From an optimization exercise on the open Yosys and OpenROAD flow, aimed at small area, a short achievable clock period and few clock cycles; shortcuts taken in it are not production practice.
Function was checked by simulation only, so behaviour that the tests miss may differ from the original.

==> run a <==
// DnCNN
module DnCNN (
    input wire clk,
    input wire rst_n,
    input wire compute_start,
    output reg compute_finish,
    input wire [31:0] scale_C1,
    input wire [31:0] scale_C2,
    input wire [31:0] scale_C3,
    input wire [31:0] scale_C4,
    input wire [31:0] scale_C5,
    input wire [31:0] scale_C6,
    input wire [31:0] scale_C7,
    output wire [ 3:0] sram_weight_wea0,
    output reg [15:0] sram_weight_addr0,
    output wire [31:0] sram_weight_wdata0,
    input wire [31:0] sram_weight_rdata0,
    output wire [ 3:0] sram_weight_wea1,
    output reg [15:0] sram_weight_addr1,
    output wire [31:0] sram_weight_wdata1,
    input wire [31:0] sram_weight_rdata1,
    output reg [ 3:0] sram_act_wea0,
    output reg [15:0] sram_act_addr0,
    output reg [31:0] sram_act_wdata0,
    input wire [31:0] sram_act_rdata0,
    output reg [ 3:0] sram_act_wea1,
    output reg [15:0] sram_act_addr1,
    output reg [31:0] sram_act_wdata1,
    input wire [31:0] sram_act_rdata1
);
localparam ROT_IDLE = 2'd0, ROT_PASS = 2'd1, ROT_WRITE = 2'd2;
assign sram_weight_wdata0 = 32'd0;
assign sram_weight_wdata1 = 32'd0;
  ...
clock: 12.0 ns
lec_check: 0
cap_margin: 40
core_margin: 2
core_utilization: 54
cts_cluster_diameter: 120
cts_cluster_size: 16
slew_margin: 40
standard.sh (not shown) runs the stock make flow with config.mk's settings and CLKGATE_MAP_FILE= SYNTH_SCRIPT=/design/flow/synth_recipe.tcl, a recipe that flattens the netlist after the stock synthesis.
==> flow/flow/run.sh <==
#!/bin/bash
# The standard layout with two changes:
#  - synthesis runs the standard flow's synthesis script with Yosys's early ABC pass off
#    (synth -noabc), so that the hand-built carry-save trees reach full-adder
#    extraction as written; the result is used only if its flip-flops (names
#    and cell types) are exactly those of the standard synthesis, else the
#    standard synthesis is used;
#  - timing repair is asked to leave extra setup slack.
set -uo pipefail
RES=orfs/results/sky130hd/DnCNN/base
bash standard.sh WORK_HOME="$PWD/ref" synth > synth_ref.log 2>&1 || exit 1
bash standard.sh SYNTH_SCRIPT="$PWD/flow/synth_noabc.tcl" synth > synth_own.log 2>&1 || exit 1
python3 flow/ffs.py ref/results/sky130hd/DnCNN/base/1_2_yosys.v > ffs_ref.txt
python3 flow/ffs.py $RES/1_2_yosys.v > ffs_own.txt
if cmp -s ffs_ref.txt ffs_own.txt && [ -s ffs_ref.txt ]; then
  echo "own synthesis: same flip-flops as the standard one, using it" > synth_choice.log
else
  echo "own synthesis: flip-flops differ, using the standard synthesis" > synth_choice.log
  diff ffs_ref.txt ffs_own.txt | head -50 >> synth_choice.log
  rm -rf orfs
  bash standard.sh synth > synth_std.log 2>&1 || exit 1
fi
bash standard.sh SETUP_SLACK_MARGIN=7.95 finish > layout.log 2>&1
==> flow/flow/ffs.py <==
# Lists the flip-flops (instance name, cell type without drive strength) of a netlist.
import re, sys
txt = open(sys.argv[1]).read()
ffs = set()
for m in re.finditer(r'\b(sky130_fd_sc_hd__\w+)\s+(\\\S+|\S+)\s*\(', txt):
    cell, name = m.group(1), m.group(2)
    base = re.sub(r'_\d+$', '', cell)
    if re.match(r'sky130_fd_sc_hd__(e?dfx|dfr|dfs|dfb|sdf|sedf|df)', base):
        ffs.add(f"{name} {base}")
print("\n".join(sorted(ffs)))
==> flow/flow/synth_noabc.tcl <==
proc synth {args} { yosys synth -nofsm -noshare -noabc {*}$args }
source $::env(SCRIPTS_DIR)/synth.tcl
# left out here: clear keep_hierarchy, flatten, clean up, hide names made inside functions, write 1_2_yosys.v
==> run b (differences from run a) <==
--- a/flow/flow/run.sh
+++ b/flow/flow/run.sh
@@ -22,2 +22,2 @@
 fi
-bash standard.sh SETUP_SLACK_MARGIN=7.95 finish > layout.log 2>&1
+bash standard.sh SETUP_SLACK_MARGIN=7.8 finish > layout.log 2>&1
--- a/flow/config.mk
+++ b/flow/config.mk
@@ -9,3 +9,3 @@
 export CORE_MARGIN = 2
-export CORE_UTILIZATION = 54
+export CORE_UTILIZATION = 58
 export CTS_CLUSTER_DIAMETER = 120
==> run c (differences from run a) <==
--- a/flow/flow/run.sh
+++ b/flow/flow/run.sh
@@ -22,2 +22,2 @@
 fi
-bash standard.sh SETUP_SLACK_MARGIN=7.95 finish > layout.log 2>&1
+bash standard.sh SETUP_SLACK_MARGIN=7.5 finish > layout.log 2>&1
--- a/flow/config.mk
+++ b/flow/config.mk
@@ -9,3 +9,3 @@
 export CORE_MARGIN = 2
-export CORE_UTILIZATION = 54
+export CORE_UTILIZATION = 50
 export CTS_CLUSTER_DIAMETER = 120
==> summary.txt <==
Result of the run: run a no timing/DRC/antenna violations; run b no timing/DRC/antenna violations; run c no timing/DRC/antenna violations
Routed wire per std cell: run a 40.1 um; run b 39.0 um; run c 36.0 um
Clock insertion delay at the later pin of the skew report: run a 1.25 ns; run b 1.25 ns; run c 1.22 ns
Post-detailed-route via-to-cell ratio: run a 6.57; run b 6.67; run c 6.27
Clock buffer count from CTS: run a 565; run b 564; run c 568
Largest net degree at the start of global routing: run a 155; run b 116; run c 139
Buffer share of cell area: run a 7.89%; run b 5.83%; run c 3.95%
Endpoint required time on the critical path: run a 9.60 ns; run b 13.07 ns; run c 13.07 ns
Post-Layout Cell Count: run a 48,962; run b 47,603; run c 48,483
Instance area at placement: run a 458,000 um^2; run b 457,000 um^2; run c 459,000 um^2
Final critical delay including setup and external delays: run a 4.35 ns; run b 4.32 ns; run c 4.55 ns
Arrival time of data at the critical path endpoint: run a 1.95 ns; run b 5.39 ns; run c 5.63 ns
Crit path kind: run a reg2out; run b reg2reg; run c reg2reg
Startpoint of the most critical hold path: run a r2s1[302]; run b ds1[165]; run c r2s1[265]
Initial antenna violation count: run a 171; run b 139; run c 103
Global-route met1 utilization: run a 54.0%; run b 56.0%; run c 47.3%
Testbench counts of run a, summed over its fixed seeds: cycles 410,888.
Testbench counts of run b, summed over its fixed seeds: cycles 410,888.
Testbench counts of run c, summed over its fixed seeds: cycles 410,888.

* * *

==> job 6943: inputs <==
Another version of the RTL of DnCNN (not shown whole).
Settings: LEC_CHECK=0, CAP_MARGIN=40, CORE_MARGIN=2, CORE_UTILIZATION=54, CTS_CLUSTER_DIAMETER=120, CTS_CLUSTER_SIZE=16, SLEW_MARGIN=40; clock period 12.0 ns.
==> flow/flow/run.sh <==
#!/bin/bash
# The standard layout with two changes:
#  - synthesis runs the standard flow's synthesis script with Yosys's early ABC pass off
#    (synth -noabc), so that the hand-built carry-save trees reach full-adder
#    extraction as written; the result is used only if its flip-flops (names
#    and cell types) are exactly those of the standard synthesis, else the
#    standard synthesis is used;
#  - timing repair is asked to leave extra setup slack.
set -uo pipefail
RES=orfs/results/sky130hd/DnCNN/base
bash standard.sh WORK_HOME="$PWD/ref" synth > synth_ref.log 2>&1 || exit 1
bash standard.sh SYNTH_SCRIPT="$PWD/flow/synth_noabc.tcl" synth > synth_own.log 2>&1 || exit 1
python3 flow/ffs.py ref/results/sky130hd/DnCNN/base/1_2_yosys.v > ffs_ref.txt
python3 flow/ffs.py $RES/1_2_yosys.v > ffs_own.txt
if cmp -s ffs_ref.txt ffs_own.txt && [ -s ffs_ref.txt ]; then
  echo "own synthesis: same flip-flops as the standard one, using it" > synth_choice.log
else
  echo "own synthesis: flip-flops differ, using the standard synthesis" > synth_choice.log
  diff ffs_ref.txt ffs_own.txt | head -50 >> synth_choice.log
  rm -rf orfs
  bash standard.sh synth > synth_std.log 2>&1 || exit 1
fi
bash standard.sh SETUP_SLACK_MARGIN=7.95 finish > layout.log 2>&1
Scripts as last shown in full above: flow/flow/ffs.py, flow/flow/synth_noabc.tcl
==> inputs of job 3382, as changes to job 6943 <==
--- a/flow/design.v
+++ b/flow/design.v
@@ -217,28 +217,32 @@
 endfunction
 wire [1:0] wmode = (p_k == 2'd0) ? 2'd0 : (p_k == 2'd3) ? 2'd2 : 2'd1;
 wire [35:0] e00 = erow(wx(W00, wmode));
 wire [35:0] e01 = erow(wx(W10, wmode));
 wire [35:0] e10 = erow(wx(W01, wmode));
 wire [35:0] e11 = erow(wx(W11, wmode));
 wire [35:0] e20 = erow(wx(W02, wmode));
 wire [35:0] e21 = erow(wx(W12, wmode));
+wire [22:0] nn00 = nnrow(e00), nn01 = nnrow(e01), nn10 = nnrow(e10), nn11 = nnrow(e11), nn20 = nnrow(e20), nn21 = nnrow(e21);
 reg [35:0] E00, E01, E10, E11, E20, E21;
+reg [20:0] NN00, NN01;
+reg [21:0] NN10, NN11;
+reg [22:0] NN20, NN21;
 always @(posedge clk) begin
     if (run && cur_type == ROT_PASS && phi == 2'd2) begin
-        E00 <= e00; 
-        E01 <= e01; 
-        E10 <= e10; 
-        E11 <= e11; 
+        E00 <= e00; NN00 <= nn00[20:0];
+        E01 <= e01; NN01 <= nn01[20:0];
+        E10 <= e10; NN10 <= nn10[21:0];
+        E11 <= e11; NN11 <= nn11[21:0];
         if (p_s == 5'd0) begin
-            E20 <= 36'd0; E21 <= 36'd0;
+            E20 <= 36'd0; NN20 <= 23'd0; E21 <= 36'd0; NN21 <= 23'd0;
         end else begin
-            E20 <= e20; 
-            E21 <= e21; 
+            E20 <= e20; NN20 <= nn20;
+            E21 <= e21; NN21 <= nn21;
         end
     end
 end
 reg        c0_v, c1_v, c2_v, c3_v, c4_v;
 reg [1:0]  c0_j, c1_j, c2_j, c3_j, c4_j;
 reg        c0_last, c1_last, c2_last, c3_last, c4_last;
 reg        c0_clr0, c1_clr0, c2_clr0, c3_clr0, c4_clr0;
 reg        c0_clr1, c1_clr1, c2_clr1, c3_clr1, c4_clr1;
@@ -283,19 +287,19 @@
             sram_act_addr1 <= {n_rdhi, n_s, 2'd0, 1'b1};
         end else begin
             sram_act_addr0 <= {p_rdhi, p_s, nj, 1'b0};
             sram_act_addr1 <= {p_rdhi, p_s, nj, 1'b1};
         end
     end else if (q_word) begin
         sram_act_addr0 <= {q_hi, q_row, qt3[1:0], qt3[4]};
         sram_act_addr1 <= {q_hi + 8'd1, q_row, qt3[1:0], qt3[4]};
+        sram_act_wdata0 <= {blkA[8*15+7:8*15], blkA[8*11+7:8*11], blkA[8*7+7:8*7], blkA[8*3+7:8*3]};
+        sram_act_wdata1 <= {blkB[8*15+7:8*15], blkB[8*11+7:8*11], blkB[8*7+7:8*7], blkB[8*3+7:8*3]};
     end
-    sram_act_wdata0 <= {blkA[8*15+7:8*15], blkA[8*11+7:8*11], blkA[8*7+7:8*7], blkA[8*3+7:8*3]};
-    sram_act_wdata1 <= {blkB[8*15+7:8*15], blkB[8*11+7:8*11], blkB[8*7+7:8*7], blkB[8*3+7:8*3]};
 end
 always @(posedge clk) begin
     c1_v <= c0_v; c1_j <= c0_j; c1_last <= c0_last; c1_clr0 <= c0_clr0; c1_clr1 <= c0_clr1; c1_hi <= c0_hi;
     c2_v <= c1_v; c2_j <= c1_j; c2_last <= c1_last; c2_clr0 <= c1_clr0; c2_clr1 <= c1_clr1; c2_hi <= c1_hi;
     c3_v <= c2_v; c3_j <= c2_j; c3_last <= c2_last; c3_clr0 <= c2_clr0; c3_clr1 <= c2_clr1;
     c4_v <= c3_v; c4_j <= c3_j; c4_last <= c3_last; c4_clr0 <= c3_clr0; c4_clr1 <= c3_clr1;
 end
 function [6:0] ax;               
@@ -315,22 +319,21 @@
 endgenerate
 always @(posedge clk) begin
     in_r  <= {sram_act_rdata1, sram_act_rdata0};
     rb_r  <= (c1_v && c1_j != 2'd0) ? ax(sram_act_rdata0[7:0], c1_hi) : 7'd0;
     cur_r <= c2_v ? in_x : 56'd0;
     lb_r  <= (c2_v && c2_j != 2'd0) ? cur_r[55:49] : 7'd0;
 end
 wire [69:0] av = {rb_r, cur_r, lb_r};    
-wire [22:0] nd00 = nnrow(E00), nd01 = nnrow(E01), nd10 = nnrow(E10), nd11 = nnrow(E11), nd20 = nnrow(E20), nd21 = nnrow(E21);
 reg [20:0] ND00, ND01;
 reg [21:0] ND10, ND11;
 reg [22:0] ND20, ND21;
 always @(posedge clk) begin
-    ND00 <= nd00[20:0]; ND01 <= nd01[20:0]; ND10 <= nd10[21:0]; ND11 <= nd11[21:0]; ND20 <= nd20; ND21 <= nd21;
+    ND00 <= NN00; ND01 <= NN01; ND10 <= NN10; ND11 <= NN11; ND20 <= NN20; ND21 <= NN21;
 end
 reg [335:0] r0s0, r0s1, r0s2;
 reg [351:0] r1s0, r1s1, r1s2;
 reg [367:0] r2s0, r2s1, r2s2;
 reg [367:0] ds0, ds1, ds2, ds3;
 wire [335:0] sum0;
 wire [351:0] sum1, sum1x;
 wire [367:0] sum2, sum2x;
--- a/flow/flow/run.sh
+++ b/flow/flow/run.sh
@@ -15,9 +15,9 @@
 if cmp -s ffs_ref.txt ffs_own.txt && [ -s ffs_ref.txt ]; then
   echo "own synthesis: same flip-flops as the standard one, using it" > synth_choice.log
 else
   echo "own synthesis: flip-flops differ, using the standard synthesis" > synth_choice.log
   diff ffs_ref.txt ffs_own.txt | head -50 >> synth_choice.log
   rm -rf orfs
   bash standard.sh synth > synth_std.log 2>&1 || exit 1
 fi
-bash standard.sh SETUP_SLACK_MARGIN=7.95 finish > layout.log 2>&1
+bash standard.sh SETUP_SLACK_MARGIN=7.2 finish > layout.log 2>&1
- CORE_UTILIZATION: 54 -> 50
==> comparison table <==
| item | job 6943 | job 3382 |
|---|---|---|
| Number of buffers created by CTS | 559 | 568 |
| Synthesis-to-finish area growth | 15.2% | 8.70% |
| Reg area | 164000 sq um | 167000 sq um |
| Data-path buffer share of cell area in the final layout | 7.72% | 3.22% |
| Number of different library cells in the post-synthesis netlist | 105 | 102 |
| Outcome | no timing/DRC/antenna violations | no timing/DRC/antenna violations |
| Post-CTS Setup Inserts | 644 | 58 |
| Total number of sequential cells | 7788 | 7884 |
| Floorplan die width | 903 um | 942 um |
| HPWL after DPL | 1130 mm | 1120 mm |
| Complex-gate fraction of the synthesized area | 10.9% | 10.8% |
| Most used cell along the critical path | buf_6 | fa_1 |
| Fraction of the mapped netlist area in adder cells | 28.6% | 28.4% |
Testbench counts of job 6943, summed over its fixed seeds: cycles 410,888.
Testbench counts of job 3382, summed over its fixed seeds: cycles 410,888.

## separate check: timing with driven ports
The flow's constraints put no driver on any port. The routed layouts listed below were extracted and timed again, unchanged, in two steps. Step 1 sets driving cells, clkbuf_16 on the clock port and buf_2 on the other inputs (assumed; they add their load-dependent delay and slew). Step 2 moves the port delays by t, midway between the first and last clock arrival at a register: inputs arrive t later, outputs are due t later. That takes back most of the time a late clock gives input paths. Three values: no drivers, after step 1, after step 2; two values: the first two.
run	shift t [ns]	setup slack, ns	hold slack, ns	clock arrival spread, ns
run a	1.364	7.649 / 7.483 / 7.332	0.280 / 0.280 / 0.280	0.099 / 0.098
run b	1.351	7.679 / 7.551 / 7.318	0.263 / 0.263 / 0.263	0.125 / 0.124
run c	1.330	7.448 / 7.383 / 7.385	0.274 / 0.274 / 0.274	0.108 / 0.108
job 6943	1.362	7.699 / 7.546 / 7.366	0.269 / 0.269 / 0.269	0.107 / 0.107
job 3382	1.316	7.188 / 7.158 / 7.188	0.282 / 0.282 / 0.282	0.095 / 0.095
After both steps every run listed still meets setup and hold. For run b, which loses most, drivers alone change the setup slack by -0.128 ns; drivers and shift together by -0.361 ns.
